What follows belongs to an exercise in optimizing a design on an open flow for small area and a short achievable clock period; a production flow would make more cautious choices.
In this exercise RTL edits were held to simulation tests only and were not proved equivalent to the original.

## design/flow/config.mk

```make
export PLATFORM = sky130hd
export DESIGN_NAME = ConvEngine
export DESIGN_NICKNAME = ConvEngine
export VERILOG_FILES = /design/flow/design.v
export SDC_FILE = /design/flow/constraint.sdc
export NUM_CORES = 4
export LEC_CHECK = 0
export ABC_CLOCK_PERIOD_IN_PS = 2500
export CAP_MARGIN = 20
export CORE_MARGIN = 2
export CORE_UTILIZATION = 40
export SETUP_SLACK_MARGIN = 4.5
export SLEW_MARGIN = 20
```

## design/flow/constraint.sdc

```tcl
create_clock -name core_clock -period 10.0 [get_ports {clk}]
set_input_delay 2.0000 -clock core_clock [delete_from_list [all_inputs] [get_ports {clk}]]
set_output_delay 2.0000 -clock core_clock [all_outputs]
set_load 0.01 [all_outputs]
```

## design/flow/design.v

```verilog
module ConvEngine (
    input         clk,
    input         rst,
    input  [31:0] DMAport,
    input         acc_enable,
    input         acc_clear,
    output [31:0] result
);
  reg  [23:0] R0, R1, R2, R3, R4, R5;
  reg  [5:0]  z;               
  reg  [2:0]  lr;              
  reg  [2:0]  lrp;             
  reg  [17:0] P0, P1, P2;      
  reg  [18:0] Ds, Dc;        
  reg  [31:0] acc_s, acc_c;    
  wire       wr  = DMAport[7];
  wire [2:0] sel = DMAport[2:0];
  wire [23:0] data = DMAport[31:8];
  wire       valid = wr & (sel < 3'd6);
  always @(posedge clk) begin
    if (wr) begin
      case (sel)
        3'd0: R0 <= data;
        3'd1: R1 <= data;
        3'd2: R2 <= data;
        3'd3: R3 <= data;
        3'd4: R4 <= data;
        3'd5: R5 <= data;
        default: ;
      endcase
    end
  end
  wire [2:0] lrn = valid ? ((sel == 3'd0 || sel == 3'd3) ? 3'b001 :
                            (sel == 3'd1 || sel == 3'd4) ? 3'b010 : 3'b100) : lr;
  wire [5:0] zn = z & ~({5'd0, valid} << sel);
  always @(posedge clk or posedge rst) begin
    if (rst) begin
      z <= 6'b111111;
      lr <= 3'b001;
      lrp <= 3'b001;
    end else begin
      z <= zn;
      lr <= lrn;
      lrp <= lr;
    end
  end
  wire       wp = valid & (sel < 3'd3);      
  wire       wk = valid & (sel >= 3'd3);     
  wire [2:0] qp = {3{~wp}} & lrn & ~z[2:0];
  wire [2:0] qk = {3{~wk}} & lrn & ~z[5:3];
  wire [23:0] xp_n = ({24{wp}} & data) | ({24{qp[0]}} & R0) | ({24{qp[1]}} & R1) | ({24{qp[2]}} & R2);
  wire [23:0] xk_n = ({24{wk}} & data) | ({24{qk[0]}} & R3) | ({24{qk[1]}} & R4) | ({24{qk[2]}} & R5);
  wire [11:0] bo_n, bt_n, bn_n;
  genvar gm, gi;
  generate
    for (gm = 0; gm < 3; gm = gm + 1) begin : enc
      wire [7:0] k = xk_n[16 - 8 * gm +: 8];
      wire [8:0] kx = {k, 1'b0};
      for (gi = 0; gi < 4; gi = gi + 1) begin : dig
        assign bo_n[4 * gm + gi] = kx[2 * gi + 1] ^ kx[2 * gi];
        assign bt_n[4 * gm + gi] = (kx[2 * gi + 2] ^ kx[2 * gi + 1]) & ~(kx[2 * gi + 1] ^ kx[2 * gi]);
        assign bn_n[4 * gm + gi] = kx[2 * gi + 2];
      end
    end
  endgenerate
  wire [1:0] bc_n = xk_n[23] + xk_n[15] + xk_n[7];
  wire [2:0] mn  = ~(lrn | lr);
  wire       gn  = (lrn != lr);
  wire [2:0] zzn = zn[2:0] & zn[5:3];
  wire [2:0] xsn = {~mn[0] & ~mn[1], ~mn[0] & mn[1], mn[0]};
  wire [2:0] ysn = {~gn & mn[2], ~gn & ~mn[2], 1'b0};
  reg  [23:0] XP;
  reg  [11:0] bo, bt, bn;
  reg  [1:0]  bc;
  reg  [2:0]  sx, sy;
  reg         sxc, syc, sg;
  always @(posedge clk or posedge rst) begin
    if (rst) begin
      XP <= 24'd0;
      bo <= 12'd0;
      bt <= 12'd0;
      bn <= 12'd0;
      bc <= 2'd0;
      sx <= 3'd0;
      sy <= 3'd0;
      sxc <= 1'b1;
      syc <= 1'b1;
      sg <= 1'b0;
    end else begin
      XP <= xp_n;
      bo <= bo_n;
      bt <= bt_n;
      bn <= bn_n;
      bc <= bc_n;
      sx <= xsn & ~zzn;
      sy <= ysn & ~zzn;
      sxc <= |(xsn & zzn);
      syc <= |(ysn & zzn);
      sg <= gn;
    end
  end
  wire [23:0] pix = XP;
  wire [17:0] X = ({18{sx[0]}} & P0) | ({18{sx[1]}} & P1) | ({18{sx[2]}} & P2) | {sxc, 17'd0};
  wire [18:0] Y = ({(18+1){sg}} & Ds) | ({(18+1){sy[1]}} & {1'b0, P1}) | ({(18+1){sy[2]}} & {1'b0, P2})
                | {{(18-17){1'b0}}, syc, 17'd0};
  wire [18:0] Z = {(18+1){sg}} & Dc;
  wire [31:0] early;
  wire n1 = (((bo[0] & pix[16])) ^ bn[0]);
  wire n2 = (((bo[0] & pix[17]) | (bt[0] & pix[16])) ^ bn[0]);
  wire n3 = (((bo[0] & pix[18]) | (bt[0] & pix[17])) ^ bn[0]);
  wire n4 = (((bo[0] & pix[19]) | (bt[0] & pix[18])) ^ bn[0]);
  wire n5 = (((bo[0] & pix[20]) | (bt[0] & pix[19])) ^ bn[0]);
  wire n6 = (((bo[0] & pix[21]) | (bt[0] & pix[20])) ^ bn[0]);
  wire n7 = (((bo[0] & pix[22]) | (bt[0] & pix[21])) ^ bn[0]);
  wire n8 = (((bo[0] & pix[23]) | (bt[0] & pix[22])) ^ bn[0]);
  wire n9 = ~(((bo[0] & pix[23]) | (bt[0] & pix[23])) ^ bn[0]);
  wire n10 = (((bo[1] & pix[16])) ^ bn[1]);
  wire n11 = (((bo[1] & pix[17]) | (bt[1] & pix[16])) ^ bn[1]);
  wire n12 = (((bo[1] & pix[18]) | (bt[1] & pix[17])) ^ bn[1]);
  wire n13 = (((bo[1] & pix[19]) | (bt[1] & pix[18])) ^ bn[1]);
  wire n14 = (((bo[1] & pix[20]) | (bt[1] & pix[19])) ^ bn[1]);
  wire n15 = (((bo[1] & pix[21]) | (bt[1] & pix[20])) ^ bn[1]);
  wire n16 = (((bo[1] & pix[22]) | (bt[1] & pix[21])) ^ bn[1]);
  wire n17 = (((bo[1] & pix[23]) | (bt[1] & pix[22])) ^ bn[1]);
  wire n18 = ~(((bo[1] & pix[23]) | (bt[1] & pix[23])) ^ bn[1]);
  wire n19 = (((bo[2] & pix[16])) ^ bn[2]);
  wire n20 = (((bo[2] & pix[17]) | (bt[2] & pix[16])) ^ bn[2]);
  wire n21 = (((bo[2] & pix[18]) | (bt[2] & pix[17])) ^ bn[2]);
  wire n22 = (((bo[2] & pix[19]) | (bt[2] & pix[18])) ^ bn[2]);
  wire n23 = (((bo[2] & pix[20]) | (bt[2] & pix[19])) ^ bn[2]);
  wire n24 = (((bo[2] & pix[21]) | (bt[2] & pix[20])) ^ bn[2]);
  wire n25 = (((bo[2] & pix[22]) | (bt[2] & pix[21])) ^ bn[2]);
  wire n26 = (((bo[2] & pix[23]) | (bt[2] & pix[22])) ^ bn[2]);
  wire n27 = ~(((bo[2] & pix[23]) | (bt[2] & pix[23])) ^ bn[2]);
  wire n28 = (((bo[3] & pix[16])) ^ bn[3]);
  wire n29 = (((bo[3] & pix[17]) | (bt[3] & pix[16])) ^ bn[3]);
  wire n30 = (((bo[3] & pix[18]) | (bt[3] & pix[17])) ^ bn[3]);
  wire n31 = (((bo[3] & pix[19]) | (bt[3] & pix[18])) ^ bn[3]);
  wire n32 = (((bo[3] & pix[20]) | (bt[3] & pix[19])) ^ bn[3]);
  wire n33 = (((bo[3] & pix[21]) | (bt[3] & pix[20])) ^ bn[3]);
  wire n34 = (((bo[3] & pix[22]) | (bt[3] & pix[21])) ^ bn[3]);
  wire n35 = (((bo[3] & pix[23]) | (bt[3] & pix[22])) ^ bn[3]);
  wire n36 = ~(((bo[3] & pix[23]) | (bt[3] & pix[23])) ^ bn[3]);
  wire n37 = (((bo[4] & pix[8])) ^ bn[4]);
  wire n38 = (((bo[4] & pix[9]) | (bt[4] & pix[8])) ^ bn[4]);
  wire n39 = (((bo[4] & pix[10]) | (bt[4] & pix[9])) ^ bn[4]);
  wire n40 = (((bo[4] & pix[11]) | (bt[4] & pix[10])) ^ bn[4]);
  wire n41 = (((bo[4] & pix[12]) | (bt[4] & pix[11])) ^ bn[4]);
  wire n42 = (((bo[4] & pix[13]) | (bt[4] & pix[12])) ^ bn[4]);
  wire n43 = (((bo[4] & pix[14]) | (bt[4] & pix[13])) ^ bn[4]);
  wire n44 = (((bo[4] & pix[15]) | (bt[4] & pix[14])) ^ bn[4]);
  wire n45 = ~(((bo[4] & pix[15]) | (bt[4] & pix[15])) ^ bn[4]);
  wire n46 = (((bo[5] & pix[8])) ^ bn[5]);
  wire n47 = (((bo[5] & pix[9]) | (bt[5] & pix[8])) ^ bn[5]);
  wire n48 = (((bo[5] & pix[10]) | (bt[5] & pix[9])) ^ bn[5]);
  wire n49 = (((bo[5] & pix[11]) | (bt[5] & pix[10])) ^ bn[5]);
  wire n50 = (((bo[5] & pix[12]) | (bt[5] & pix[11])) ^ bn[5]);
  wire n51 = (((bo[5] & pix[13]) | (bt[5] & pix[12])) ^ bn[5]);
  wire n52 = (((bo[5] & pix[14]) | (bt[5] & pix[13])) ^ bn[5]);
  wire n53 = (((bo[5] & pix[15]) | (bt[5] & pix[14])) ^ bn[5]);
  wire n54 = ~(((bo[5] & pix[15]) | (bt[5] & pix[15])) ^ bn[5]);
  wire n55 = (((bo[6] & pix[8])) ^ bn[6]);
  wire n56 = (((bo[6] & pix[9]) | (bt[6] & pix[8])) ^ bn[6]);
  wire n57 = (((bo[6] & pix[10]) | (bt[6] & pix[9])) ^ bn[6]);
  wire n58 = (((bo[6] & pix[11]) | (bt[6] & pix[10])) ^ bn[6]);
  wire n59 = (((bo[6] & pix[12]) | (bt[6] & pix[11])) ^ bn[6]);
  wire n60 = (((bo[6] & pix[13]) | (bt[6] & pix[12])) ^ bn[6]);
  wire n61 = (((bo[6] & pix[14]) | (bt[6] & pix[13])) ^ bn[6]);
  wire n62 = (((bo[6] & pix[15]) | (bt[6] & pix[14])) ^ bn[6]);
  wire n63 = ~(((bo[6] & pix[15]) | (bt[6] & pix[15])) ^ bn[6]);
  wire n64 = (((bo[7] & pix[8])) ^ bn[7]);
  wire n65 = (((bo[7] & pix[9]) | (bt[7] & pix[8])) ^ bn[7]);
  wire n66 = (((bo[7] & pix[10]) | (bt[7] & pix[9])) ^ bn[7]);
  wire n67 = (((bo[7] & pix[11]) | (bt[7] & pix[10])) ^ bn[7]);
  wire n68 = (((bo[7] & pix[12]) | (bt[7] & pix[11])) ^ bn[7]);
  wire n69 = (((bo[7] & pix[13]) | (bt[7] & pix[12])) ^ bn[7]);
  wire n70 = (((bo[7] & pix[14]) | (bt[7] & pix[13])) ^ bn[7]);
  wire n71 = (((bo[7] & pix[15]) | (bt[7] & pix[14])) ^ bn[7]);
  wire n72 = ~(((bo[7] & pix[15]) | (bt[7] & pix[15])) ^ bn[7]);
  wire n73 = (((bo[8] & pix[0])) ^ bn[8]);
  wire n74 = (((bo[8] & pix[1]) | (bt[8] & pix[0])) ^ bn[8]);
  wire n75 = (((bo[8] & pix[2]) | (bt[8] & pix[1])) ^ bn[8]);
  wire n76 = (((bo[8] & pix[3]) | (bt[8] & pix[2])) ^ bn[8]);
  wire n77 = (((bo[8] & pix[4]) | (bt[8] & pix[3])) ^ bn[8]);
  wire n78 = (((bo[8] & pix[5]) | (bt[8] & pix[4])) ^ bn[8]);
  wire n79 = (((bo[8] & pix[6]) | (bt[8] & pix[5])) ^ bn[8]);
  wire n80 = (((bo[8] & pix[7]) | (bt[8] & pix[6])) ^ bn[8]);
  wire n81 = ~(((bo[8] & pix[7]) | (bt[8] & pix[7])) ^ bn[8]);
  wire n82 = (((bo[9] & pix[0])) ^ bn[9]);
  wire n83 = (((bo[9] & pix[1]) | (bt[9] & pix[0])) ^ bn[9]);
  wire n84 = (((bo[9] & pix[2]) | (bt[9] & pix[1])) ^ bn[9]);
  wire n85 = (((bo[9] & pix[3]) | (bt[9] & pix[2])) ^ bn[9]);
  wire n86 = (((bo[9] & pix[4]) | (bt[9] & pix[3])) ^ bn[9]);
  wire n87 = (((bo[9] & pix[5]) | (bt[9] & pix[4])) ^ bn[9]);
  wire n88 = (((bo[9] & pix[6]) | (bt[9] & pix[5])) ^ bn[9]);
  wire n89 = (((bo[9] & pix[7]) | (bt[9] & pix[6])) ^ bn[9]);
  wire n90 = ~(((bo[9] & pix[7]) | (bt[9] & pix[7])) ^ bn[9]);
  wire n91 = (((bo[10] & pix[0])) ^ bn[10]);
  wire n92 = (((bo[10] & pix[1]) | (bt[10] & pix[0])) ^ bn[10]);
  wire n93 = (((bo[10] & pix[2]) | (bt[10] & pix[1])) ^ bn[10]);
  wire n94 = (((bo[10] & pix[3]) | (bt[10] & pix[2])) ^ bn[10]);
  wire n95 = (((bo[10] & pix[4]) | (bt[10] & pix[3])) ^ bn[10]);
  wire n96 = (((bo[10] & pix[5]) | (bt[10] & pix[4])) ^ bn[10]);
  wire n97 = (((bo[10] & pix[6]) | (bt[10] & pix[5])) ^ bn[10]);
  wire n98 = (((bo[10] & pix[7]) | (bt[10] & pix[6])) ^ bn[10]);
  wire n99 = ~(((bo[10] & pix[7]) | (bt[10] & pix[7])) ^ bn[10]);
  wire n100 = (((bo[11] & pix[0])) ^ bn[11]);
  wire n101 = (((bo[11] & pix[1]) | (bt[11] & pix[0])) ^ bn[11]);
  wire n102 = (((bo[11] & pix[2]) | (bt[11] & pix[1])) ^ bn[11]);
  wire n103 = (((bo[11] & pix[3]) | (bt[11] & pix[2])) ^ bn[11]);
  wire n104 = (((bo[11] & pix[4]) | (bt[11] & pix[3])) ^ bn[11]);
  wire n105 = (((bo[11] & pix[5]) | (bt[11] & pix[4])) ^ bn[11]);
  wire n106 = (((bo[11] & pix[6]) | (bt[11] & pix[5])) ^ bn[11]);
  wire n107 = (((bo[11] & pix[7]) | (bt[11] & pix[6])) ^ bn[11]);
  wire n108 = ~(((bo[11] & pix[7]) | (bt[11] & pix[7])) ^ bn[11]);
  wire n109 = bn[2] ^ bn[6] ^ bn[10];
  wire n110 = (bn[2] & bn[6]) | (bn[2] & bn[10]) | (bn[6] & bn[10]);
  wire n111 = n5 ^ n12;
  wire n112 = n5 & n12;
  wire n113 = n6 ^ n13 ^ n20;
  wire n114 = (n6 & n13) | (n6 & n20) | (n13 & n20);
  wire n115 = bc[0] ^ n7 ^ n14;
  wire n116 = (bc[0] & n7) | (bc[0] & n14) | (n7 & n14);
  wire n117 = n21 ^ n28 ^ n43;
  wire n118 = (n21 & n28) | (n21 & n43) | (n28 & n43);
  wire n119 = n50 ^ n57;
  wire n120 = n50 & n57;
  wire n121 = bc[1] ^ n8 ^ n15;
  wire n122 = (bc[1] & n8) | (bc[1] & n15) | (n8 & n15);
  wire n123 = n22 ^ n29 ^ n44;
  wire n124 = (n22 & n29) | (n22 & n44) | (n29 & n44);
  wire n125 = n51 ^ n58 ^ n65;
  wire n126 = (n51 & n58) | (n51 & n65) | (n58 & n65);
  wire n127 = n80 ^ n87;
  wire n128 = n80 & n87;
  wire n129 = 1'b1 ^ n9 ^ n16;
  wire n130 = (1'b1 & n9) | (1'b1 & n16) | (n9 & n16);
  wire n131 = n23 ^ n30 ^ n45;
  wire n132 = (n23 & n30) | (n23 & n45) | (n30 & n45);
  wire n133 = n52 ^ n59 ^ n66;
  wire n134 = (n52 & n59) | (n52 & n66) | (n59 & n66);
  wire n135 = n81 ^ n88 ^ n95;
  wire n136 = (n81 & n88) | (n81 & n95) | (n88 & n95);
  wire n137 = n17 ^ n24 ^ n31;
  wire n138 = (n17 & n24) | (n17 & n31) | (n24 & n31);
  wire n139 = n53 ^ n60 ^ n67;
  wire n140 = (n53 & n60) | (n53 & n67) | (n60 & n67);
  wire n141 = n18 ^ n25 ^ n32;
  wire n142 = (n18 & n25) | (n18 & n32) | (n25 & n32);
  wire n143 = bn[1] ^ bn[5] ^ bn[9];
  wire n144 = (bn[1] & bn[5]) | (bn[1] & bn[9]) | (bn[5] & bn[9]);
  wire n145 = n3 ^ n10;
  wire n146 = n3 & n10;
  wire n147 = n4 ^ n11 ^ n40;
  wire n148 = (n4 & n11) | (n4 & n40) | (n11 & n40);
  wire n149 = n19 ^ n41 ^ n48;
  wire n150 = (n19 & n41) | (n19 & n48) | (n41 & n48);
  wire n151 = n55 ^ n77 ^ n84;
  wire n152 = (n55 & n77) | (n55 & n84) | (n77 & n84);
  wire n153 = n42 ^ n49 ^ n56;
  wire n154 = (n42 & n49) | (n42 & n56) | (n49 & n56);
  wire n155 = n78 ^ n85 ^ n92;
  wire n156 = (n78 & n85) | (n78 & n92) | (n85 & n92);
  wire n157 = n110 ^ n112;
  wire n158 = n110 & n112;
  wire n159 = n64 ^ n79 ^ n86;
  wire n160 = (n64 & n79) | (n64 & n86) | (n79 & n86);
  wire n161 = n93 ^ n100 ^ n119;
  wire n162 = (n93 & n100) | (n93 & n119) | (n100 & n119);
  wire n163 = n114 ^ n115 ^ n117;
  wire n164 = (n114 & n115) | (n114 & n117) | (n115 & n117);
  wire n165 = n94 ^ n101 ^ n120;
  wire n166 = (n94 & n101) | (n94 & n120) | (n101 & n120);
  wire n167 = n127 ^ n116 ^ n118;
  wire n168 = (n127 & n116) | (n127 & n118) | (n116 & n118);
  wire n169 = n121 ^ n123 ^ n125;
  wire n170 = (n121 & n123) | (n121 & n125) | (n123 & n125);
  wire n171 = n102 ^ n128 ^ n122;
  wire n172 = (n102 & n128) | (n102 & n122) | (n128 & n122);
  wire n173 = n124 ^ n126 ^ n129;
  wire n174 = (n124 & n126) | (n124 & n129) | (n126 & n129);
  wire n175 = n131 ^ n133 ^ n135;
  wire n176 = (n131 & n133) | (n131 & n135) | (n133 & n135);
  wire n177 = n89 ^ n96 ^ n103;
  wire n178 = (n89 & n96) | (n89 & n103) | (n96 & n103);
  wire n179 = n130 ^ n132 ^ n134;
  wire n180 = (n130 & n132) | (n130 & n134) | (n132 & n134);
  wire n181 = n136 ^ n137 ^ n139;
  wire n182 = (n136 & n137) | (n136 & n139) | (n137 & n139);
  wire n183 = n54 ^ n61 ^ n68;
  wire n184 = (n54 & n61) | (n54 & n68) | (n61 & n68);
  wire n185 = n90 ^ n97 ^ n104;
  wire n186 = (n90 & n97) | (n90 & n104) | (n97 & n104);
  wire n187 = n138 ^ n140 ^ n141;
  wire n188 = (n138 & n140) | (n138 & n141) | (n140 & n141);
  wire n189 = n26 ^ n33 ^ n62;
  wire n190 = (n26 & n33) | (n26 & n62) | (n33 & n62);
  wire n191 = n69 ^ n98 ^ n105;
  wire n192 = (n69 & n98) | (n69 & n105) | (n98 & n105);
  wire n193 = n27 ^ n34 ^ n63;
  wire n194 = (n27 & n34) | (n27 & n63) | (n34 & n63);
  wire n195 = bn[0] ^ bn[4] ^ bn[8];
  wire n196 = (bn[0] & bn[4]) | (bn[0] & bn[8]) | (bn[4] & bn[8]);
  wire n197 = n39 ^ n46 ^ n75;
  wire n198 = (n39 & n46) | (n39 & n75) | (n46 & n75);
  wire n199 = n47 ^ n76 ^ n83;
  wire n200 = (n47 & n76) | (n47 & n83) | (n76 & n83);
  wire n201 = n144 ^ n146;
  wire n202 = n144 & n146;
  wire n203 = n91 ^ n109 ^ n111;
  wire n204 = (n91 & n109) | (n91 & n111) | (n109 & n111);
  wire n205 = n148 ^ n149 ^ n151;
  wire n206 = (n148 & n149) | (n148 & n151) | (n149 & n151);
  wire n207 = n150 ^ n152 ^ n153;
  wire n208 = (n150 & n152) | (n150 & n153) | (n152 & n153);
  wire n209 = n155 ^ n113 ^ n157;
  wire n210 = (n155 & n113) | (n155 & n157) | (n113 & n157);
  wire n211 = n154 ^ n156 ^ n159;
  wire n212 = (n154 & n156) | (n154 & n159) | (n156 & n159);
  wire n213 = n158 ^ n161 ^ n163;
  wire n214 = (n158 & n161) | (n158 & n163) | (n161 & n163);
  wire n215 = n160 ^ n165 ^ n162;
  wire n216 = (n160 & n165) | (n160 & n162) | (n165 & n162);
  wire n217 = n167 ^ n164 ^ n169;
  wire n218 = (n167 & n164) | (n167 & n169) | (n164 & n169);
  wire n219 = n166 ^ n168 ^ n171;
  wire n220 = (n166 & n168) | (n166 & n171) | (n168 & n171);
  wire n221 = n170 ^ n173 ^ n175;
  wire n222 = (n170 & n173) | (n170 & n175) | (n173 & n175);
  wire n223 = n177 ^ n172 ^ n179;
  wire n224 = (n177 & n172) | (n177 & n179) | (n172 & n179);
  wire n225 = n174 ^ n176 ^ n181;
  wire n226 = (n174 & n176) | (n174 & n181) | (n176 & n181);
  wire n227 = n178 ^ n183 ^ n185;
  wire n228 = (n178 & n183) | (n178 & n185) | (n183 & n185);
  wire n229 = n180 ^ n182 ^ n187;
  wire n230 = (n180 & n182) | (n180 & n187) | (n182 & n187);
  wire n231 = n142 ^ n184 ^ n186;
  wire n232 = (n142 & n184) | (n142 & n186) | (n184 & n186);
  wire n233 = n189 ^ n191 ^ n188;
  wire n234 = (n189 & n191) | (n189 & n188) | (n191 & n188);
  wire n235 = n70 ^ n99 ^ n106;
  wire n236 = (n70 & n99) | (n70 & n106) | (n99 & n106);
  wire n237 = n190 ^ n192 ^ n193;
  wire n238 = (n190 & n192) | (n190 & n193) | (n192 & n193);
  wire n239 = n35 ^ n71 ^ n107;
  wire n240 = (n35 & n71) | (n35 & n107) | (n71 & n107);
  wire n241 = n1 ^ n37;
  wire n242 = n1 & n37;
  wire n243 = n2 ^ n38 ^ n74;
  wire n244 = (n2 & n38) | (n2 & n74) | (n38 & n74);
  wire n245 = n82 ^ n143 ^ n145;
  wire n246 = (n82 & n143) | (n82 & n145) | (n143 & n145);
  wire n247 = n198 ^ n199 ^ n147;
  wire n248 = (n198 & n199) | (n198 & n147) | (n199 & n147);
  wire n249 = n200 ^ n202 ^ n203;
  wire n250 = (n200 & n202) | (n200 & n203) | (n202 & n203);
  wire n251 = n204 ^ n206 ^ n207;
  wire n252 = (n204 & n206) | (n204 & n207) | (n206 & n207);
  wire n253 = n208 ^ n211 ^ n210;
  wire n254 = (n208 & n211) | (n208 & n210) | (n211 & n210);
  wire n255 = n212 ^ n215 ^ n214;
  wire n256 = (n212 & n215) | (n212 & n214) | (n215 & n214);
  wire n257 = n216 ^ n219 ^ n218;
  wire n258 = (n216 & n219) | (n216 & n218) | (n219 & n218);
  wire n259 = n220 ^ n223 ^ n222;
  wire n260 = (n220 & n223) | (n220 & n222) | (n223 & n222);
  wire n261 = n227 ^ n224 ^ n226;
  wire n262 = (n227 & n224) | (n227 & n226) | (n224 & n226);
  wire n263 = n231 ^ n228 ^ n233;
  wire n264 = (n231 & n228) | (n231 & n233) | (n228 & n233);
  wire n265 = n235 ^ n232 ^ n237;
  wire n266 = (n235 & n232) | (n235 & n237) | (n232 & n237);
  wire n267 = n194 ^ n236 ^ n239;
  wire n268 = (n194 & n236) | (n194 & n239) | (n236 & n239);
  wire n269 = n36 ^ n72 ^ n108;
  wire n270 = (n36 & n72) | (n36 & n108) | (n72 & n108);
  wire n271 = n73 ^ n195;
  wire n272 = n73 & n195;
  wire n273 = n196 ^ n242 ^ n243;
  wire n274 = (n196 & n242) | (n196 & n243) | (n242 & n243);
  wire n275 = n244 ^ n197 ^ n245;
  wire n276 = (n244 & n197) | (n244 & n245) | (n197 & n245);
  wire n277 = n201 ^ n246 ^ n247;
  wire n278 = (n201 & n246) | (n201 & n247) | (n246 & n247);
  wire n279 = n248 ^ n205 ^ n249;
  wire n280 = (n248 & n205) | (n248 & n249) | (n205 & n249);
  wire n281 = n209 ^ n250 ^ n251;
  wire n282 = (n209 & n250) | (n209 & n251) | (n250 & n251);
  wire n283 = n252 ^ n253 ^ n213;
  wire n284 = (n252 & n253) | (n252 & n213) | (n253 & n213);
  wire n285 = n254 ^ n217 ^ n255;
  wire n286 = (n254 & n217) | (n254 & n255) | (n217 & n255);
  wire n287 = n221 ^ n256 ^ n257;
  wire n288 = (n221 & n256) | (n221 & n257) | (n256 & n257);
  wire n289 = n225 ^ n258 ^ n259;
  wire n290 = (n225 & n258) | (n225 & n259) | (n258 & n259);
  wire n291 = n229 ^ n260 ^ n261;
  wire n292 = (n229 & n260) | (n229 & n261) | (n260 & n261);
  wire n293 = n230 ^ n262 ^ n263;
  wire n294 = (n230 & n262) | (n230 & n263) | (n262 & n263);
  wire n295 = n234 ^ n265 ^ n264;
  wire n296 = (n234 & n265) | (n234 & n264) | (n265 & n264);
  wire n297 = n238 ^ n267 ^ n266;
  wire n298 = (n238 & n267) | (n238 & n266) | (n267 & n266);
  wire n299 = n240 ^ n269 ^ n268;
  wire n300 = (n240 & n269) | (n240 & n268) | (n269 & n268);
  wire [18:0] t1a = {1'b0, 1'b0, 1'b1, n270, n299, n297, n295, n293, n291, n289, n287, n285, n283, n281, n279, n277, n275, n273, n271};
  wire [18:0] t1b = {1'b0, 1'b0, 1'b0, n300, n298, n296, n294, n292, n290, n288, n286, n284, n282, n280, n278, n276, n274, n272, n241};
  wire n301 = acc_s[0] ^ acc_c[0];
  wire n302 = acc_s[0] & acc_c[0];
  wire n303 = acc_s[1] ^ acc_c[1] ^ X[1];
  wire n304 = (acc_s[1] & acc_c[1]) | (acc_s[1] & X[1]) | (acc_c[1] & X[1]);
  wire n305 = acc_s[2] ^ acc_c[2] ^ X[2];
  wire n306 = (acc_s[2] & acc_c[2]) | (acc_s[2] & X[2]) | (acc_c[2] & X[2]);
  wire n307 = acc_s[3] ^ acc_c[3] ^ X[3];
  wire n308 = (acc_s[3] & acc_c[3]) | (acc_s[3] & X[3]) | (acc_c[3] & X[3]);
  wire n309 = acc_s[4] ^ acc_c[4] ^ X[4];
  wire n310 = (acc_s[4] & acc_c[4]) | (acc_s[4] & X[4]) | (acc_c[4] & X[4]);
  wire n311 = acc_s[5] ^ acc_c[5] ^ X[5];
  wire n312 = (acc_s[5] & acc_c[5]) | (acc_s[5] & X[5]) | (acc_c[5] & X[5]);
  wire n313 = acc_s[6] ^ acc_c[6] ^ X[6];
  wire n314 = (acc_s[6] & acc_c[6]) | (acc_s[6] & X[6]) | (acc_c[6] & X[6]);
  wire n315 = acc_s[7] ^ acc_c[7] ^ X[7];
  wire n316 = (acc_s[7] & acc_c[7]) | (acc_s[7] & X[7]) | (acc_c[7] & X[7]);
  wire n317 = acc_s[8] ^ acc_c[8] ^ X[8];
  wire n318 = (acc_s[8] & acc_c[8]) | (acc_s[8] & X[8]) | (acc_c[8] & X[8]);
  wire n319 = acc_s[9] ^ acc_c[9] ^ X[9];
  wire n320 = (acc_s[9] & acc_c[9]) | (acc_s[9] & X[9]) | (acc_c[9] & X[9]);
  wire n321 = acc_s[10] ^ acc_c[10] ^ X[10];
  wire n322 = (acc_s[10] & acc_c[10]) | (acc_s[10] & X[10]) | (acc_c[10] & X[10]);
  wire n323 = acc_s[11] ^ acc_c[11] ^ X[11];
  wire n324 = (acc_s[11] & acc_c[11]) | (acc_s[11] & X[11]) | (acc_c[11] & X[11]);
  wire n325 = acc_s[12] ^ acc_c[12] ^ X[12];
  wire n326 = (acc_s[12] & acc_c[12]) | (acc_s[12] & X[12]) | (acc_c[12] & X[12]);
  wire n327 = acc_s[13] ^ acc_c[13] ^ X[13];
  wire n328 = (acc_s[13] & acc_c[13]) | (acc_s[13] & X[13]) | (acc_c[13] & X[13]);
  wire n329 = acc_s[14] ^ acc_c[14] ^ X[14];
  wire n330 = (acc_s[14] & acc_c[14]) | (acc_s[14] & X[14]) | (acc_c[14] & X[14]);
  wire n331 = acc_s[15] ^ acc_c[15] ^ X[15];
  wire n332 = (acc_s[15] & acc_c[15]) | (acc_s[15] & X[15]) | (acc_c[15] & X[15]);
  wire n333 = acc_s[16] ^ acc_c[16] ^ X[16];
  wire n334 = (acc_s[16] & acc_c[16]) | (acc_s[16] & X[16]) | (acc_c[16] & X[16]);
  wire n335 = acc_s[17] ^ acc_c[17] ^ 1'b1;
  wire n336 = (acc_s[17] & acc_c[17]) | (acc_s[17] & 1'b1) | (acc_c[17] & 1'b1);
  wire n337 = X[17] ^ Y[17];
  wire n338 = X[17] & Y[17];
  wire n339 = acc_s[18] ^ acc_c[18] ^ Y[18];
  wire n340 = (acc_s[18] & acc_c[18]) | (acc_s[18] & Y[18]) | (acc_c[18] & Y[18]);
  wire n341 = X[0] ^ Y[0];
  wire n342 = X[0] & Y[0];
  wire n343 = Y[1] ^ Z[1] ^ n302;
  wire n344 = (Y[1] & Z[1]) | (Y[1] & n302) | (Z[1] & n302);
  wire n345 = Y[2] ^ Z[2] ^ n304;
  wire n346 = (Y[2] & Z[2]) | (Y[2] & n304) | (Z[2] & n304);
  wire n347 = Y[3] ^ Z[3] ^ n306;
  wire n348 = (Y[3] & Z[3]) | (Y[3] & n306) | (Z[3] & n306);
  wire n349 = Y[4] ^ Z[4] ^ n308;
  wire n350 = (Y[4] & Z[4]) | (Y[4] & n308) | (Z[4] & n308);
  wire n351 = Y[5] ^ Z[5] ^ n310;
  wire n352 = (Y[5] & Z[5]) | (Y[5] & n310) | (Z[5] & n310);
  wire n353 = Y[6] ^ Z[6] ^ n312;
  wire n354 = (Y[6] & Z[6]) | (Y[6] & n312) | (Z[6] & n312);
  wire n355 = Y[7] ^ Z[7] ^ n314;
  wire n356 = (Y[7] & Z[7]) | (Y[7] & n314) | (Z[7] & n314);
  wire n357 = Y[8] ^ Z[8] ^ n316;
  wire n358 = (Y[8] & Z[8]) | (Y[8] & n316) | (Z[8] & n316);
  wire n359 = Y[9] ^ Z[9] ^ n318;
  wire n360 = (Y[9] & Z[9]) | (Y[9] & n318) | (Z[9] & n318);
  wire n361 = Y[10] ^ Z[10] ^ n320;
  wire n362 = (Y[10] & Z[10]) | (Y[10] & n320) | (Z[10] & n320);
  wire n363 = Y[11] ^ Z[11] ^ n322;
  wire n364 = (Y[11] & Z[11]) | (Y[11] & n322) | (Z[11] & n322);
  wire n365 = Y[12] ^ Z[12] ^ n324;
  wire n366 = (Y[12] & Z[12]) | (Y[12] & n324) | (Z[12] & n324);
  wire n367 = Y[13] ^ Z[13] ^ n326;
  wire n368 = (Y[13] & Z[13]) | (Y[13] & n326) | (Z[13] & n326);
  wire n369 = Y[14] ^ Z[14] ^ n328;
  wire n370 = (Y[14] & Z[14]) | (Y[14] & n328) | (Z[14] & n328);
  wire n371 = Y[15] ^ Z[15] ^ n330;
  wire n372 = (Y[15] & Z[15]) | (Y[15] & n330) | (Z[15] & n330);
  wire n373 = Y[16] ^ Z[16] ^ n332;
  wire n374 = (Y[16] & Z[16]) | (Y[16] & n332) | (Z[16] & n332);
  wire n375 = Z[17] ^ n335 ^ n337;
  wire n376 = (Z[17] & n335) | (Z[17] & n337) | (n335 & n337);
  wire n377 = Z[18] ^ n336 ^ n338;
  wire n378 = (Z[18] & n336) | (Z[18] & n338) | (n336 & n338);
  wire n379 = acc_s[19] ^ acc_c[19] ^ 1'b1;
  wire n380 = (acc_s[19] & acc_c[19]) | (acc_s[19] & 1'b1) | (acc_c[19] & 1'b1);
  wire n381 = acc_s[20] ^ acc_c[20];
  wire n382 = acc_s[20] & acc_c[20];
  wire n383 = acc_s[21] ^ acc_c[21];
  wire n384 = acc_s[21] & acc_c[21];
  wire n385 = acc_s[22] ^ acc_c[22];
  wire n386 = acc_s[22] & acc_c[22];
  wire n387 = acc_s[23] ^ acc_c[23];
  wire n388 = acc_s[23] & acc_c[23];
  wire n389 = acc_s[24] ^ acc_c[24];
  wire n390 = acc_s[24] & acc_c[24];
  wire n391 = acc_s[25] ^ acc_c[25];
  wire n392 = acc_s[25] & acc_c[25];
  wire n393 = acc_s[26] ^ acc_c[26];
  wire n394 = acc_s[26] & acc_c[26];
  wire n395 = acc_s[27] ^ acc_c[27];
  wire n396 = acc_s[27] & acc_c[27];
  wire n397 = acc_s[28] ^ acc_c[28];
  wire n398 = acc_s[28] & acc_c[28];
  wire n399 = acc_s[29] ^ acc_c[29];
  wire n400 = acc_s[29] & acc_c[29];
  wire n401 = acc_s[30] ^ acc_c[30];
  wire n402 = acc_s[30] & acc_c[30];
  wire n403 = acc_s[31] ^ acc_c[31];
  wire n404 = acc_s[31] & acc_c[31];
  wire n405 = Z[0] ^ n301;
  wire n406 = Z[0] & n301;
  wire n407 = n342 ^ n343 ^ n303;
  wire n408 = (n342 & n343) | (n342 & n303) | (n343 & n303);
  wire n409 = n344 ^ n305 ^ n345;
  wire n410 = (n344 & n305) | (n344 & n345) | (n305 & n345);
  wire n411 = n307 ^ n346 ^ n347;
  wire n412 = (n307 & n346) | (n307 & n347) | (n346 & n347);
  wire n413 = n309 ^ n348 ^ n349;
  wire n414 = (n309 & n348) | (n309 & n349) | (n348 & n349);
  wire n415 = n311 ^ n350 ^ n351;
  wire n416 = (n311 & n350) | (n311 & n351) | (n350 & n351);
  wire n417 = n313 ^ n352 ^ n353;
  wire n418 = (n313 & n352) | (n313 & n353) | (n352 & n353);
  wire n419 = n315 ^ n354 ^ n355;
  wire n420 = (n315 & n354) | (n315 & n355) | (n354 & n355);
  wire n421 = n317 ^ n356 ^ n357;
  wire n422 = (n317 & n356) | (n317 & n357) | (n356 & n357);
  wire n423 = n319 ^ n358 ^ n359;
  wire n424 = (n319 & n358) | (n319 & n359) | (n358 & n359);
  wire n425 = n321 ^ n360 ^ n361;
  wire n426 = (n321 & n360) | (n321 & n361) | (n360 & n361);
  wire n427 = n323 ^ n362 ^ n363;
  wire n428 = (n323 & n362) | (n323 & n363) | (n362 & n363);
  wire n429 = n325 ^ n364 ^ n365;
  wire n430 = (n325 & n364) | (n325 & n365) | (n364 & n365);
  wire n431 = n327 ^ n366 ^ n367;
  wire n432 = (n327 & n366) | (n327 & n367) | (n366 & n367);
  wire n433 = n329 ^ n368 ^ n369;
  wire n434 = (n329 & n368) | (n329 & n369) | (n368 & n369);
  wire n435 = n331 ^ n370 ^ n371;
  wire n436 = (n331 & n370) | (n331 & n371) | (n370 & n371);
  wire n437 = n333 ^ n372 ^ n373;
  wire n438 = (n333 & n372) | (n333 & n373) | (n372 & n373);
  wire n439 = n334 ^ n375 ^ n374;
  wire n440 = (n334 & n375) | (n334 & n374) | (n375 & n374);
  wire n441 = n339 ^ n377 ^ n376;
  wire n442 = (n339 & n377) | (n339 & n376) | (n377 & n376);
  wire n443 = n379 ^ n340 ^ n378;
  wire n444 = (n379 & n340) | (n379 & n378) | (n340 & n378);
  wire n445 = 1'b1 ^ n381 ^ n380;
  wire n446 = (1'b1 & n381) | (1'b1 & n380) | (n381 & n380);
  wire n447 = 1'b1 ^ n382 ^ n383;
  wire n448 = (1'b1 & n382) | (1'b1 & n383) | (n382 & n383);
  wire n449 = 1'b1 ^ n384 ^ n385;
  wire n450 = (1'b1 & n384) | (1'b1 & n385) | (n384 & n385);
  wire n451 = 1'b1 ^ n386 ^ n387;
  wire n452 = (1'b1 & n386) | (1'b1 & n387) | (n386 & n387);
  wire n453 = 1'b1 ^ n388 ^ n389;
  wire n454 = (1'b1 & n388) | (1'b1 & n389) | (n388 & n389);
  wire n455 = 1'b1 ^ n390 ^ n391;
  wire n456 = (1'b1 & n390) | (1'b1 & n391) | (n390 & n391);
  wire n457 = 1'b1 ^ n392 ^ n393;
  wire n458 = (1'b1 & n392) | (1'b1 & n393) | (n392 & n393);
  wire n459 = 1'b1 ^ n394 ^ n395;
  wire n460 = (1'b1 & n394) | (1'b1 & n395) | (n394 & n395);
  wire n461 = 1'b1 ^ n396 ^ n397;
  wire n462 = (1'b1 & n396) | (1'b1 & n397) | (n396 & n397);
  wire n463 = 1'b1 ^ n398 ^ n399;
  wire n464 = (1'b1 & n398) | (1'b1 & n399) | (n398 & n399);
  wire n465 = 1'b1 ^ n400 ^ n401;
  wire n466 = (1'b1 & n400) | (1'b1 & n401) | (n400 & n401);
  wire n467 = 1'b1 ^ n402 ^ n403;
  wire n468 = (1'b1 & n402) | (1'b1 & n403) | (n402 & n403);
  wire [31:0] e_a = {n467, n465, n463, n461, n459, n457, n455, n453, n451, n449, n447, n445, n443, n441, n439, n437, n435, n433, n431, n429, n427, n425, n423, n421, n419, n417, n415, n413, n411, n409, n407, n405};
  wire [31:0] e_b = {n466, n464, n462, n460, n458, n456, n454, n452, n450, n448, n446, n444, n442, n440, n438, n436, n434, n432, n430, n428, n426, n424, n422, n420, n418, n416, n414, n412, n410, n408, n406, n341};
  wire n469 = n271 ^ n241 ^ early[0];
  wire n470 = (n271 & n241) | (n271 & early[0]) | (n241 & early[0]);
  wire n471 = n273 ^ n272 ^ early[1];
  wire n472 = (n273 & n272) | (n273 & early[1]) | (n272 & early[1]);
  wire n473 = n275 ^ n274 ^ early[2];
  wire n474 = (n275 & n274) | (n275 & early[2]) | (n274 & early[2]);
  wire n475 = n277 ^ n276 ^ early[3];
  wire n476 = (n277 & n276) | (n277 & early[3]) | (n276 & early[3]);
  wire n477 = n279 ^ n278 ^ early[4];
  wire n478 = (n279 & n278) | (n279 & early[4]) | (n278 & early[4]);
  wire n479 = n281 ^ n280 ^ early[5];
  wire n480 = (n281 & n280) | (n281 & early[5]) | (n280 & early[5]);
  wire n481 = n283 ^ n282 ^ early[6];
  wire n482 = (n283 & n282) | (n283 & early[6]) | (n282 & early[6]);
  wire n483 = n285 ^ n284 ^ early[7];
  wire n484 = (n285 & n284) | (n285 & early[7]) | (n284 & early[7]);
  wire n485 = n287 ^ n286 ^ early[8];
  wire n486 = (n287 & n286) | (n287 & early[8]) | (n286 & early[8]);
  wire n487 = n289 ^ n288 ^ early[9];
  wire n488 = (n289 & n288) | (n289 & early[9]) | (n288 & early[9]);
  wire n489 = n291 ^ n290 ^ early[10];
  wire n490 = (n291 & n290) | (n291 & early[10]) | (n290 & early[10]);
  wire n491 = n293 ^ n292 ^ early[11];
  wire n492 = (n293 & n292) | (n293 & early[11]) | (n292 & early[11]);
  wire n493 = n295 ^ n294 ^ early[12];
  wire n494 = (n295 & n294) | (n295 & early[12]) | (n294 & early[12]);
  wire n495 = n297 ^ n296 ^ early[13];
  wire n496 = (n297 & n296) | (n297 & early[13]) | (n296 & early[13]);
  wire n497 = n299 ^ n298 ^ early[14];
  wire n498 = (n299 & n298) | (n299 & early[14]) | (n298 & early[14]);
  wire n499 = n270 ^ n300 ^ early[15];
  wire n500 = (n270 & n300) | (n270 & early[15]) | (n300 & early[15]);
  wire n501 = 1'b1 ^ early[16];
  wire n502 = 1'b1 & early[16];
  wire [31:0] t2a = {early[31], early[30], early[29], early[28], early[27], early[26], early[25], early[24], early[23], early[22], early[21], early[20], early[19], early[18], n502, n500, n498, n496, n494, n492, n490, n488, n486, n484, n482, n480, n478, n476, n474, n472, n470, n469};
  wire [31:0] t2b = {1'b0, 1'b0, 1'b0, 1'b0, 1'b0, 1'b0, 1'b0, 1'b0, 1'b0, 1'b0, 1'b0, 1'b0, 1'b0, 1'b0, early[17], n501, n499, n497, n495, n493, n491, n489, n487, n485, n483, n481, n479, n477, n475, n473, n471, 1'b0};
  always @(posedge clk) begin
    Ds <= t1a;
    Dc <= t1b;
  end
  assign early = e_a + e_b;
  wire [17:0] dres = Ds + Dc;
  always @(posedge clk) begin
    if (lrp[0]) P0 <= dres;
    if (lrp[1]) P1 <= dres;
    if (lrp[2]) P2 <= dres;
  end
  always @(posedge clk or posedge rst) begin
    if (rst) begin
      acc_s <= 32'd0;
      acc_c <= 32'd0;
    end else if (acc_clear) begin
      acc_s <= 32'd0;
      acc_c <= 32'd0;
    end else if (acc_enable) begin
      acc_s <= t2a;
      acc_c <= t2b;
    end
  end
  assign result = acc_s + acc_c;
endmodule
```

## design/flow/run.sh

```bash
#!/bin/bash
# synth_recipe.tcl (not shown) runs the flow's synth.tcl, then flattens the netlist and writes it again
# the make line also repeats each setting of config.mk as NAME=value (left out here)
make -C /OpenROAD-flow-scripts/flow DESIGN_CONFIG=/design/flow/config.mk WORK_HOME=/design/flow/orfs CLKGATE_MAP_FILE= SYNTH_SCRIPT=/design/flow/synth_recipe.tcl finish
```

==> results of run 1 <==
[routing by layer]
metal  part of all wire (%)  GRT usage [%]
met2                     47           29.6
met3                    4.3           2.07
met4                    2.5           5.76
met5                      0              0
met1                     46           26.2
[final timing paths]
check	start	end	slack (ns)	depth (start not counted)
min	lr[0]	lrp[0]	0.40	0
max in group asynchronous	rst	XP[20]	6.81	3
min reg2reg	lr[0]	lrp[0]	0.40	0
min in group asynchronous	rst	lrp[1]	1.89	2
max	acc_s[2]	result[21]	4.50	11
max reg2reg	sx[1]	acc_s[28]	4.77	14
[cell usage in the layout (no fill, tap or decap), types with 11 or more instances in the layout]
cell / count
a211oi_1: 19
a21o_1: 16
a21oi_1: 67
a221oi_1: 20
a222oi_1: 60
a22o_1: 21
a22oi_1: 86
and2_1: 22
buf_4: 24
clkbuf_16: 42
clkdlybuf4s50_1: 48
clkinv_2: 11
dfrtp_1: 118
dfxtp_1: 32
edfxtp_1: 198
fa_1: 154
ha_1: 90
inv_1: 234
mux2i_1: 26
nand2_1: 129
nand2b_1: 16
nand3_1: 21
nor2_1: 97
nor3_1: 13
o21ai_0: 36
xnor2_1: 100
xor2_1: 79
[critical path, delay by kind of cell, from the launching register on]
kind | cells | cell delay [ns]
AO/OA/AOI/OAI | 5 | 1.60
XOR/XNOR | 1 | 0.11
adder cells (fa/ha/maj) | 1 | 0.28
buffers and inverters | 2 | 0.32
flip-flops | 1 | 0.40
AND/OR/NAND/NOR | 2 | 0.23
[per-stage QoR]
step / setup WS (ns) / instances / area, sq um
4_1_cts: 4.20 / 2664 / 24600
2_1_floorplan: 4.52 / 1918 / 22000
3_5_place_dp: 4.08 / 2580 / 23200
5_1_grt: 4.38 / 2667 / 24700
3_3_place_gp: 4.08 / 2580 / 23200
6_report: 4.50 / 2667 / 24700
[area by class of cell]
cell class	count	area, sq um	area share [%]
Clock buffer	53	1100	4.45
Clock inverter	22	255	1.03
Inverter	240	906	3.66
Multi-Input combinational cell	1208	11000	44.3
Sequential cell	361	9880	39.9
Tap cell	696	871	3.52
Timing Repair Buffer	87	763	3.08
[cell families after synthesis]
kind of cell	share of synthesized area (%)
AO/OA/AOI/OAI	13.6
flip-flops	45.0
buffers and inverters	6.01
AND/OR/NAND/NOR	7.30
adder cells (fa/ha/maj)	19.6
XOR/XNOR	7.21
multiplexers	1.29
[sequential cells by signal, indices dropped and copies added (netlist names), 18 cells and up]
register and cells:
R0 24, R1 24, R5 24, R4 24
P1 18, acc_s 32, R3 24, R2 24
P2 18, P0 18, XP 24
[repair_timing]
action                                  in CTS  in global routing
hold buffers                                 0                  0
pin swaps                                   10                 13
gates cloned                                 0                  0
endpoints found under the setup margin      19                 26
buffers inserted                             9                  3
resized for setup                           55                 15
==> metrics.yaml, run 1 <==
cts:
  cts_tree: "done"
  clock-sinks: 361
  cts_inserted_buffers: 41
  path_clk_slew_ns: 0.06
  clk_latency_ns: 0.56
  h-tree-depth: 2
  clock_path_buffers: 3
  root_buffer: "clkbuf_16"
hold_path:
  hold_path.class: "reg -> reg"
setup_path:
  critical-path-slowest-cell: "o41a_4"
  worstPathCellList: "inv_1, fa_2, nor2b_4, o31a_1, o31a_1, o41a_1, a41o_1, o41a_4, and3_4, xnor2_2, buf_2"
  startpoint_type: "flip-flop"
  crit_path_end_kind: "primary output"
  cpPeakStageDelay_ns: 0.42
  critPathRequiredTime_ns: 8.00
  crit_top_cell: "o31a_1"
  critical_path_class: "reg -> out"
  critPathArrivalTime_ns: 3.50
  critical_path.max_fanout: 7
synthesis:
  synth_nets: 2205
  avgSynthCellArea_sq_um: 11.4
  syn_area_sq_um: 22000
  yosysMostFrequentCell: "inv_1"
  synthDominantCellAreaShare_pct: 27.1
  syn_inst: 1918
  synth_ff_type: "edfxtp_1"
  yosysTopAreaCell: "edfxtp_1"
  ys_async_sr_fraction_pct: 36.3
  ys_ff_latch: 361
  netlist_top_cells_count: "239 x inv_1, 198 x edfxtp_1, 155 x fa_1"
  ys_seq_area_share_pct: 45.0
  synthTopCellsByArea: "edfxtp_1 27%, fa_1 14%, dfrtp_1 14%, ha_1 5.5%, inv_1 4.1%"
  synth_enable_flop_cells: 198
  synth_cell_types: 67
  ys.warnings.count: 1
sta:
  fin_tns_setup_ns: 0
  fmax_ghz: 0.182
  whs_ns: 0.401
  period_needed_ns: 5.50
  skew_ns: 0.0173
  rsz0062_at_grt: "true"
  fin_crit_sh_pct: 55.0
  finalMaxSlewViolations: 0
  tightest_slew_ns: 1.08
  setup_violations: 0
  max-slew-margin-rel_pct: 28.1
  hold_violations: 0
grt:
  antenna_found_initial: 0
  grt_max_degree: 72
  grt_use_total_pct: 18.4
  grt_pass1_vias: 14600
  overflow: 0
  grt_pass1_wl_mm: 81.6
detailed_routing:
  first_pass_iters: 8
  ant_nets: 0
  via_per_inst: 5.33
  wirelength_mm: 50.8
  vias: 14200
  drcViolationCount: 0
  drt_iter0_markers: 1428
  wl_per_cell_microns: 19.0
final_layout:
  syn_to_final_growth_pct: 12.7
  n_fill_cell: 4953
  n_antenna_cell: 0
  final_nets: 2226
  drive_gt1_share_pct: 7.71
  fin_util_pct: 45.8
run:
  cap_viol_max_count: 0
die:
  num_rows: 85
  initial_core_util_pct: 40.6
  die_h_microns: 238
  core-area_sq_um: 54000
  io_pins: 68
  die_area_sq_um: 56800
  die_x_microns: 238
placement:
  dpl.hpwl_mm: 36.9
  gp_congestion: 0.886
  numPortBuffers: 63
outcome:
  status: "no timing/DRC/antenna violations"
==> run 2: changes to the inputs <==
==> design/flow/config.mk (replaced) <==
export PLATFORM = sky130hd
export DESIGN_NAME = ConvEngine
export DESIGN_NICKNAME = ConvEngine
export VERILOG_FILES = /design/flow/design.v
export SDC_FILE = /design/flow/constraint.sdc
export NUM_CORES = 4
export LEC_CHECK = 0
export ABC_CLOCK_PERIOD_IN_PS = 1500
export CAP_MARGIN = 20
export CORE_MARGIN = 2
export CORE_UTILIZATION = 40
export SETUP_SLACK_MARGIN = 5
export SLEW_MARGIN = 20
==> metrics.yaml, run 2 <==
run:
  cap_viol_max_count: 0
placement:
  dpl_cell_area_sq_um: 23200
  numPortBuffers: 63
  dpl.hpwl_mm: 36.9
  gp_congestion: 0.889
die:
  die_x_microns: 238
  num_rows: 85
  io_pins: 68
  initial_core_util_pct: 40.6
  die_h_microns: 238
  die_area_sq_um: 56800
  core-area_sq_um: 54000
grt:
  antenna_found_initial: 0
  grt_use_total_pct: 18.2
  overflow: 0
  grt_pass1_wl_mm: 81.0
  grt_pass1_vias: 14800
  grt_max_degree: 70
setup_path:
  critical_path.max_fanout: 7
  cp_num_buf_inv: 2
  r2r-start: "sx[0]"
  critPathRequiredTime_ns: 8.00
  critPathArrivalTime_ns: 3.47
  critical_path_class: "reg -> out"
  cpPeakStageDelay_ns: 0.42
  crit_top_cell: "o31a_1"
  reg2reg_depth: 19
  worstPathCellList: "ha_2, inv_2, fa_2, nor2b_4, o31a_1, o31a_1, o41a_1, a41o_1, o41a_4, and3_4, xnor2_2, buf_2"
  timing.rr.end: "acc_c[15]"
  critical-path-slowest-cell: "o41a_4"
  rrSetupSlack_ns: 5.02
  critPathTopFamily: "compound AO/OA/AOI/OAI gates"
  crit_path_end_kind: "primary output"
  startpoint_type: "flip-flop"
sta:
  period_needed_ns: 5.47
  fmax_ghz: 0.183
  fin_tns_setup_ns: 0
  rsz0062_at_grt: "true"
  fin_crit_sh_pct: 54.7
  hold_violations: 0
  tightest_slew_ns: 1.07
  max-slew-margin-rel_pct: 28.8
  finalMaxSlewViolations: 0
  skew_ns: 0.0171
  setup_violations: 0
cts:
  clock-sinks: 361
  root_buffer: "clkbuf_16"
  h-tree-depth: 2
  clock_path_buffers: 3
  clk_latency_ns: 0.58
  cts_tree: "done"
  cts_hold_buf: 0
  path_clk_slew_ns: 0.06
  cts_inserted_buffers: 42
synthesis:
  yosysTopAreaCell: "edfxtp_1"
  netlist_top_cells_count: "239 x inv_1, 198 x edfxtp_1, 155 x fa_1"
  ys_async_sr_fraction_pct: 36.3
  synth_cell_types: 67
  syn_inst: 1918
  ys_ff_latch: 361
  synth_nets: 2205
  synthTopCellsByArea: "edfxtp_1 27%, fa_1 14%, dfrtp_1 14%, ha_1 5.5%, inv_1 4.1%"
  synthDominantCellAreaShare_pct: 27.1
  yosysMostFrequentCell: "inv_1"
  ys_seq_area_share_pct: 45.0
  avgSynthCellArea_sq_um: 11.4
  ys.warnings.count: 1
  synth_enable_flop_cells: 198
  syn_area_sq_um: 22000
  synth_ff_type: "edfxtp_1"
detailed_routing:
  ant_nets: 0
  wl_per_cell_microns: 19.0
  first_pass_iters: 6
  via_per_inst: 5.36
  drt_iter0_markers: 1049
  vias: 14400
  drcViolationCount: 0
  wirelength_mm: 51.3
final_layout:
  final_common_cell: "inv_1"
  final_cell_mix: "233 x inv_1, 198 x edfxtp_1, 151 x fa_1"
  regArea_sq_um: 9900
  n_antenna_cell: 0
  fin_area_sq_um: 25400
  largest_reg_flops: 32
  syn_to_final_growth_pct: 15.6
  multi_input_area_sq_um: 11300
  final_nets: 2254
  n_fill_cell: 4860
  fin_util_pct: 47.0
  max_flop_register: "acc_s"
  drive_gt1_share_pct: 11.9
hold_path:
  whs_endpoint: "lrp[0]"
  min_from: "lr[0]"
  hold_path.class: "reg -> reg"
  worstHoldPathCells: 0
outcome:
  status: "no timing/DRC/antenna violations"
run 2: how the worst max path moves through the flow:
stage,from,endpoint,cells past startpoint,slack (ns)
6_report,acc_s[1],result[21],12,4.53
5_1_grt,acc_s[1],result[21],12,4.41
4_1_cts,acc_c[1],result[21],12,4.25
3_5_place_dp,acc_s[3],result[30],10,4.04
3_3_place_gp,acc_s[3],result[30],10,4.07
2_1_floorplan,DMAport[2],bc[0],9,5.08
run 2: what timing repair did:
action | in CTS | in global routing
resized for setup | 96 | 70
setup endpoints to repair | 43 | 38
buffers inserted | 19 | 17
pin swaps | 20 | 41
run 2: metrics by stage:
step	hold slack, ns	setup WS, ns	std cells
finish	0.395	4.53	2697
global route	0.407	4.41	2697
CTS	0.409	4.25	2678
detailed placement	0.389	4.04	2581
global placement	0.387	4.07	2581
floorplan	0.374	5.08	1918
run 2: cell type report:
| type | instances | share of cell area (%) |
|---|---|---|
| clock buffer | 51 | 4.27 |
| clock inverter | 27 | 1.28 |
| inverter | 240 | 3.56 |
| multi-input combinational | 1208 | 44.5 |
| sequential | 361 | 39.0 |
| tap | 696 | 3.43 |
| timing repair buffer | 114 | 3.94 |
run 2: layer usage:
layer  part of all wire, %  track usage, %  vias up
met5                     0               0        -
met4                   2.3            5.04        0
met2                    47            30.0      328
met3                   4.1            2.24       91
li1                      -               -     6811
met1                    46            25.3     7217
run 2: cells by family after synthesis:
logic type	count (synthesis)	share of synthesized area [%]
and+or+nand+nor	349	7.30
AOI/OAI and AO/OA	400	13.6
adders and majority gates	251	19.6
xor gates and xnor gates	180	7.21
DFF	361	45.0
muxes	28	1.29
buffers and inverters	349	6.01

-- port drivers added, routing unchanged --
Ports are ideal in the flow. The routed layouts listed here were re-timed in OpenROAD.
Step 1: set_driving_cell puts a clkbuf_16 on clk and a buf_2 on each other input, an assumption about the parent block.
Step 2 times the ports against the registers' clock, not the clock port: input delays grow and output delays shrink by t, the midpoint of the rising clock arrivals with the driver on.
Slacks: no drivers / after step 1 / after step 2; pairs: no drivers / after step 1.
run | t (ns) | setup WS [ns] | hold WS [ns] | latest minus earliest clock arrival (ns) | worst data-port slew with drivers (ns)
run 1 | 0.607 | 4.499 / 4.446 / 4.687 | 0.401 / 0.401 / 0.401 | 0.018 / 0.018 | 0.05
run 2 | 0.627 | 4.527 / 4.473 / 4.690 | 0.395 / 0.395 / 0.395 | 0.020 / 0.019 | 0.05
After both steps every run listed still meets setup and hold.
